What follows belongs to an exercise in optimizing a design on an open flow for small area and a short achievable clock period; a production flow would make more cautious choices. At most, simulation tests tie the RTL to the original design; equivalence was not proved.

==> exp/delta: inputs <==
// top_level
module top_level(f1,f2,p,in_1,in_2,out,clk,clk2);
input [7:0]in_1, in_2;
input clk;
input clk2;
input [15:0]p;   
input [15:0]f1,f2;  
output [15:0]out;
wire       nz1_d, nz2_d;
wire [2:0] k1_d, k2_d;
wire [6:0] xf1_d, xf2_d;
convert cv1 (.int8(in_1), .nz(nz1_d), .k(k1_d), .xf(xf1_d));
convert cv2 (.int8(in_2), .nz(nz2_d), .k(k2_d), .xf(xf2_d));
reg        nz1, nz2, s1, s2;
reg  [4:0] e1, e2;
reg  [6:0] xf1, xf2;
reg  [9:0] bm1, bm2;
always @(posedge clk) begin
  nz1 <= nz1_d;  nz2 <= nz2_d;
  e1  <= f1[14:10] + {2'b00, k1_d};
  e2  <= f2[14:10] + {2'b00, k2_d};
  xf1 <= xf1_d;  xf2 <= xf2_d;
  s1  <= f1[15]; s2  <= f2[15];
  bm1 <= f1[9:0]; bm2 <= f2[9:0];
end
wire [18:7] P1_d, P2_d;
mult mu1 (.xf(xf1), .bm(bm1), .P(P1_d));
mult mu2 (.xf(xf2), .bm(bm2), .P(P2_d));
reg [18:7] P1, P2;
reg [4:0]  g1, g2;
reg        z1, z2, t1, t2;
always @(posedge clk) begin
  P1 <= P1_d;  P2 <= P2_d;
  g1 <= e1;    g2 <= e2;
  z1 <= nz1;   z2 <= nz2;
  t1 <= s1;    t2 <= s2;
end
wire [15:0] m1, m2;
mult_norm mn1 (.nz(z1), .s(t1), .e0(g1), .P(P1), .C(m1));
mult_norm mn2 (.nz(z2), .s(t2), .e0(g2), .P(P2), .C(m2));
wire        sge;
wire [13:0] sML_d, sMS_d;
wire [4:0]  sLe_d;
wire        sLs_d, sop_d, sbz_d;
compare_adder #(.W(15)) cp1 (.A(m1[14:0]), .B(m2[14:0]), .ge(sge));
shift_adder sa1 (.A(m1), .B(m2), .ge(sge), .ML(sML_d), .MS(sMS_d), .Le(sLe_d), .Ls(sLs_d), .op(sop_d), .bz(sbz_d));
reg [13:0] sML, sMS;
reg [4:0]  sLe;
reg        sLs, sop, sbz;
always @(posedge clk) begin
  sML <= sML_d;
  sMS <= sMS_d;
  sLe <= sLe_d;
  sLs <= sLs_d;
  sop <= sop_d;
  sbz <= sbz_d;
end
wire [14:0] sR;
wire [15:0] S_sum;
main_adder ma1 (.ML(sML), .MS(sMS), .op(sop), .R(sR));
normalize  no1 (.R(sR), .Le(sLe), .Ls(sLs), .bz(sbz), .Z(S_sum));
wire [15:0] Y;
mux mx (.in1(out), .in2(p), .sel(clk2), .out(Y));
wire ge_p, ge_o;
compare_adder #(.W(15)) cpp (.A(S_sum[14:0]), .B(p[14:0]),   .ge(ge_p));
compare_adder #(.W(15)) cpo (.A(S_sum[14:0]), .B(out[14:0]), .ge(ge_o));
reg [15:0] aA, aB;
reg        age;
always @(posedge clk) begin
  aA  <= S_sum;
  aB  <= Y;
  age <= clk2 ? ge_p : ge_o;
end
wire [13:0] oML, oMS;
wire [4:0]  oLe_d, oE1_d;
  ...
==> module top_level, before the edit <==
module top_level(f1,f2,p,in_1,in_2,out,clk,clk2);
input [7:0]in_1, in_2;
input clk;
input clk2;
input [15:0]p;   
input [15:0]f1,f2;  
output [15:0]out;
wire       nz1_d, nz2_d;
wire [2:0] k1_d, k2_d;
wire [6:0] xf1_d, xf2_d;
convert cv1 (.int8(in_1), .nz(nz1_d), .k(k1_d), .xf(xf1_d));
convert cv2 (.int8(in_2), .nz(nz2_d), .k(k2_d), .xf(xf2_d));
reg        nz1, nz2, s1, s2;
reg  [4:0] e1, e2;
reg  [6:0] xf1, xf2;
reg  [9:0] bm1, bm2;
always @(posedge clk) begin
  nz1 <= nz1_d;  nz2 <= nz2_d;
  e1  <= f1[14:10] + {2'b00, k1_d};
  e2  <= f2[14:10] + {2'b00, k2_d};
  xf1 <= xf1_d;  xf2 <= xf2_d;
  s1  <= f1[15]; s2  <= f2[15];
  bm1 <= f1[9:0]; bm2 <= f2[9:0];
end
wire [18:7] P1_d, P2_d;
mult mu1 (.xf(xf1), .bm(bm1), .P(P1_d));
mult mu2 (.xf(xf2), .bm(bm2), .P(P2_d));
reg [18:7] P1, P2;
reg [4:0]  g1, g2;
reg        z1, z2, t1, t2;
always @(posedge clk) begin
  P1 <= P1_d;  P2 <= P2_d;
  g1 <= e1;    g2 <= e2;
  z1 <= nz1;   z2 <= nz2;
  t1 <= s1;    t2 <= s2;
end
wire [15:0] m1, m2;
mult_norm mn1 (.nz(z1), .s(t1), .e0(g1), .P(P1), .C(m1));
mult_norm mn2 (.nz(z2), .s(t2), .e0(g2), .P(P2), .C(m2));
wire        sge;
wire [13:0] sML_d, sMS_d;
wire [4:0]  sLe_d;
wire        sLs_d, sop_d, sbz_d;
compare_adder #(.W(15)) cp1 (.A(m1[14:0]), .B(m2[14:0]), .ge(sge));
shift_adder sa1 (.A(m1), .B(m2), .ge(sge), .ML(sML_d), .MS(sMS_d), .Le(sLe_d), .Ls(sLs_d), .op(sop_d), .bz(sbz_d));
reg [13:0] sML, sMS;
reg [4:0]  sLe;
reg        sLs, sop, sbz;
always @(posedge clk) begin
  sML <= sML_d;
  sMS <= sMS_d;
  sLe <= sLe_d;
  sLs <= sLs_d;
  sop <= sop_d;
  sbz <= sbz_d;
end
wire [14:0] sR;
wire [15:0] S_sum;
main_adder ma1 (.ML(sML), .MS(sMS), .op(sop), .R(sR));
normalize  no1 (.R(sR), .Le(sLe), .Ls(sLs), .bz(sbz), .Z(S_sum));
wire [15:0] Y;
mux mx (.in1(out), .in2(p), .sel(clk2), .out(Y));
wire ge_p, ge_o;
compare_adder #(.W(15)) cpp (.A(S_sum[14:0]), .B(p[14:0]),   .ge(ge_p));
compare_adder #(.W(15)) cpo (.A(S_sum[14:0]), .B(out[14:0]), .ge(ge_o));
reg [15:0] aA, aB;
reg        age;
always @(posedge clk) begin
  aA  <= S_sum;
  aB  <= Y;
  age <= clk2 ? ge_p : ge_o;
end
wire [13:0] oML, oMS;
wire [4:0]  oLe_d, oE1_d;
wire        oLs_d, oop, obz_d;
wire [14:0] oR_d, oR2_d;
shift_adder sa2 (.A(aA), .B(aB), .ge(age), .ML(oML), .MS(oMS), .Le(oLe_d), .Ls(oLs_d), .op(oop), .bz(obz_d));
main_adder  ma2 (.ML(oML), .MS(oMS), .op(oop), .R(oR_d));
norm_hi     nh2 (.R(oR_d), .Le(oLe_d), .R2(oR2_d), .E1(oE1_d));
reg [14:0] oR2;
reg [4:0]  oE1;
reg        oLs, obz;
always @(posedge clk) begin
  oR2 <= oR2_d;
  oE1 <= oE1_d;
  oLs <= oLs_d;
  obz <= obz_d;
end
norm_lo nl2 (.R2(oR2), .E1(oE1), .Ls(oLs), .bz(obz), .Z(out));
endmodule
==> module csa, before the edit <==
module csa #(parameter W = 19) (A, B, D, S, C);
input  [W-1:0] A, B, D;
output [W-1:0] S, C;
assign S = A ^ B ^ D;
wire [W-1:0] m = (A & B) | (A & D) | (B & D);
assign C = {m[W-2:0], 1'b0};
endmodule
==> module mult, before the edit <==
module mult(xf, bm, P);
input  [6:0]  xf;
input  [9:0]  bm;
output [18:7] P;
wire [7:0]  a = {1'b1, xf};
wire [10:0] b = {1'b1, bm};
wire [18:0] r0 = {8'd0, b & {11{a[0]}}};
wire [18:0] r1 = {7'd0, b & {11{a[1]}}, 1'd0};
wire [18:0] r2 = {6'd0, b & {11{a[2]}}, 2'd0};
wire [18:0] r3 = {5'd0, b & {11{a[3]}}, 3'd0};
wire [18:0] r4 = {4'd0, b & {11{a[4]}}, 4'd0};
wire [18:0] r5 = {3'd0, b & {11{a[5]}}, 5'd0};
wire [18:0] r6 = {2'd0, b & {11{a[6]}}, 6'd0};
wire [18:0] r7 = {1'd0, b, 7'd0};
wire [18:0] s1a, c1a, s1b, c1b, s2a, c2a, s2b, c2b, s3, c3, s4, c4;
csa l1a (.A(r0),  .B(r1),  .D(r2),  .S(s1a), .C(c1a));
csa l1b (.A(r3),  .B(r4),  .D(r5),  .S(s1b), .C(c1b));
csa l2a (.A(s1a), .B(c1a), .D(s1b), .S(s2a), .C(c2a));
csa l2b (.A(c1b), .B(r6),  .D(r7),  .S(s2b), .C(c2b));
csa l3  (.A(s2a), .B(c2a), .D(s2b), .S(s3),  .C(c3));
csa l4  (.A(s3),  .B(c3),  .D(c2b), .S(s4),  .C(c4));
wire [18:0] p = s4 + c4;
assign P = p[18:7];
endmodule
==> module mult_norm, before the edit <==
module mult_norm(nz, s, e0, P, C);
input         nz;
input         s;
input  [4:0]  e0;
input  [18:7] P;
output [15:0] C;
wire       n  = P[18];
wire [4:0] e1;
adder #(.W(5)) u_e1 (.A(e0), .B(5'd0), .ci(1'b1), .S(e1));
wire [9:0] m  = n ? P[17:8] : P[16:7];
wire [4:0] E  = n ? e1 : e0;
assign C = nz ? {s, E, m} : 16'h0000;
endmodule
Settings: LEC_CHECK=0, ABC_AREA=1, CAP_MARGIN=20, CORE_MARGIN=2, CORE_UTILIZATION=65, PLACE_DENSITY=0.75, SLEW_MARGIN=20; clock period 13.5 ns.
standard.sh (not shown) runs the stock make flow with config.mk's settings and CLKGATE_MAP_FILE= SYNTH_SCRIPT=/design/flow/synth_recipe.tcl, a recipe that flattens the netlist after the stock synthesis.
==> flow/flow/run.sh <==
#!/bin/bash
set -euo pipefail
bash standard.sh synth > synth.log 2>&1
bash standard.sh SETUP_SLACK_MARGIN=9 TNS_END_PERCENT=0 "BUFFER_PORTS_ARGS=-buffer_cell sky130_fd_sc_hd__buf_2" finish > layout.log 2>&1
==> exp/indigo (differences from exp/delta) <==
--- a/flow/design.v
+++ b/flow/design.v
@@ -13,3 +13,4 @@
 reg        nz1, nz2, s1, s2;
-reg  [4:0] e1, e2;
+reg  [2:0] k1, k2;
+reg  [4:0] be1, be2;
 reg  [6:0] xf1, xf2;
@@ -18,6 +19,6 @@
   nz1 <= nz1_d;  nz2 <= nz2_d;
-  e1  <= f1[14:10] + {2'b00, k1_d};
-  e2  <= f2[14:10] + {2'b00, k2_d};
+  k1  <= k1_d;   k2  <= k2_d;
   xf1 <= xf1_d;  xf2 <= xf2_d;
   s1  <= f1[15]; s2  <= f2[15];
+  be1 <= f1[14:10]; be2 <= f2[14:10];
   bm1 <= f1[9:0]; bm2 <= f2[9:0];
@@ -28,3 +29,3 @@
 reg [18:7] P1, P2;
-reg [4:0]  g1, g2;
+reg [4:0]  e1, e2;
 reg        z1, z2, t1, t2;
@@ -32,3 +33,4 @@
   P1 <= P1_d;  P2 <= P2_d;
-  g1 <= e1;    g2 <= e2;
+  e1 <= be1 + {2'b00, k1};
+  e2 <= be2 + {2'b00, k2};
   z1 <= nz1;   z2 <= nz2;
@@ -37,4 +39,4 @@
 wire [15:0] m1, m2;
-mult_norm mn1 (.nz(z1), .s(t1), .e0(g1), .P(P1), .C(m1));
-mult_norm mn2 (.nz(z2), .s(t2), .e0(g2), .P(P2), .C(m2));
+mult_norm mn1 (.nz(z1), .s(t1), .e0(e1), .P(P1), .C(m1));
+mult_norm mn2 (.nz(z2), .s(t2), .e0(e2), .P(P2), .C(m2));
 wire        sge;
@@ -124,9 +126,2 @@
 endmodule
-module csa #(parameter W = 19) (A, B, D, S, C);
-input  [W-1:0] A, B, D;
-output [W-1:0] S, C;
-assign S = A ^ B ^ D;
-wire [W-1:0] m = (A & B) | (A & D) | (B & D);
-assign C = {m[W-2:0], 1'b0};
-endmodule
 module mult(xf, bm, P);
@@ -135,20 +130,3 @@
 output [18:7] P;
-wire [7:0]  a = {1'b1, xf};
-wire [10:0] b = {1'b1, bm};
-wire [18:0] r0 = {8'd0, b & {11{a[0]}}};
-wire [18:0] r1 = {7'd0, b & {11{a[1]}}, 1'd0};
-wire [18:0] r2 = {6'd0, b & {11{a[2]}}, 2'd0};
-wire [18:0] r3 = {5'd0, b & {11{a[3]}}, 3'd0};
-wire [18:0] r4 = {4'd0, b & {11{a[4]}}, 4'd0};
-wire [18:0] r5 = {3'd0, b & {11{a[5]}}, 5'd0};
-wire [18:0] r6 = {2'd0, b & {11{a[6]}}, 6'd0};
-wire [18:0] r7 = {1'd0, b, 7'd0};
-wire [18:0] s1a, c1a, s1b, c1b, s2a, c2a, s2b, c2b, s3, c3, s4, c4;
-csa l1a (.A(r0),  .B(r1),  .D(r2),  .S(s1a), .C(c1a));
-csa l1b (.A(r3),  .B(r4),  .D(r5),  .S(s1b), .C(c1b));
-csa l2a (.A(s1a), .B(c1a), .D(s1b), .S(s2a), .C(c2a));
-csa l2b (.A(c1b), .B(r6),  .D(r7),  .S(s2b), .C(c2b));
-csa l3  (.A(s2a), .B(c2a), .D(s2b), .S(s3),  .C(c3));
-csa l4  (.A(s3),  .B(c3),  .D(c2b), .S(s4),  .C(c4));
-wire [18:0] p = s4 + c4;
+wire [18:0] p = {1'b1, xf} * {1'b1, bm};
 assign P = p[18:7];
Settings changed: CORE_UTILIZATION 65 to 40, PLACE_DENSITY 0.75 to unset.
==> exp/ember (differences from exp/delta) <==
--- a/flow/design.v
+++ b/flow/design.v
@@ -21,4 +21,6 @@
   xf1 <= xf1_d;  xf2 <= xf2_d;
-  s1  <= f1[15]; s2  <= f2[15];
-  bm1 <= f1[9:0]; bm2 <= f2[9:0];
+  s1  <= f1[15] & nz1_d;
+  s2  <= f2[15] & nz2_d;
+  bm1 <= f1[9:0] & {10{nz1_d}};
+  bm2 <= f2[9:0] & {10{nz2_d}};
 end
@@ -29,7 +31,7 @@
 reg [4:0]  g1, g2;
-reg        z1, z2, t1, t2;
+reg        t1, t2;
 always @(posedge clk) begin
   P1 <= P1_d;  P2 <= P2_d;
-  g1 <= e1;    g2 <= e2;
-  z1 <= nz1;   z2 <= nz2;
+  g1 <= e1 & {5{nz1}};
+  g2 <= e2 & {5{nz2}};
   t1 <= s1;    t2 <= s2;
@@ -37,4 +39,4 @@
 wire [15:0] m1, m2;
-mult_norm mn1 (.nz(z1), .s(t1), .e0(g1), .P(P1), .C(m1));
-mult_norm mn2 (.nz(z2), .s(t2), .e0(g2), .P(P2), .C(m2));
+mult_norm mn1 (.s(t1), .e0(g1), .P(P1), .C(m1));
+mult_norm mn2 (.s(t2), .e0(g2), .P(P2), .C(m2));
 wire        sge;
@@ -155,4 +157,3 @@
 endmodule
-module mult_norm(nz, s, e0, P, C);
-input         nz;
+module mult_norm(s, e0, P, C);
 input         s;
@@ -166,3 +167,3 @@
 wire [4:0] E  = n ? e1 : e0;
-assign C = nz ? {s, E, m} : 16'h0000;
+assign C = {s, E, m};
 endmodule
==> notes <==
- exp/ember finished with timing, DRC and antenna clean. exp/delta completed with no timing, DRC or antenna violations. exp/indigo completed without violations.
- Sequential share of layout area, highest first: exp/delta, exp/indigo, exp/ember.
- Register-to-register slack, lowest first: exp/delta, exp/indigo, exp/ember.
- Hold slack, lowest first: exp/delta, exp/indigo, exp/ember.
- Sequential cell count, lowest first: exp/ember, exp/delta, exp/indigo.
- Critical path depth, highest first: exp/delta, exp/indigo, exp/ember.
- Die area: exp/delta < exp/ember < exp/indigo.
Function not checked in exp/indigo and exp/ember: the RTL went through the layout flow alone.

afterwards: timing with drivers on the ports:
The results above use ideal ports. As a check the final layouts listed here were re-extracted and re-timed, cells and wires unchanged. Step 1 sets driving cells, clkbuf_16 on the clock port and buf_2 on the other inputs (assumed; they add their load-dependent delay and slew). Step 2 moves the port delays by t, midway between the first and last clock arrival at a register: inputs arrive t later, outputs are due t later. That takes back most of the time a late clock gives input paths. Three values: ideal ports, drivers, drivers and shift; two values: the first two.
run | t (ns) | setup WS [ns] | pins driven straight from the clock port
exp/delta | 0.493 | 8.494 / 8.494 / 8.494 | 1
exp/indigo | 0.525 | 8.615 / 8.576 / 8.615 | 1
exp/ember | 0.479 | 8.596 / 8.544 / 8.707 | 1
After both steps setup and hold are still met in every run listed.
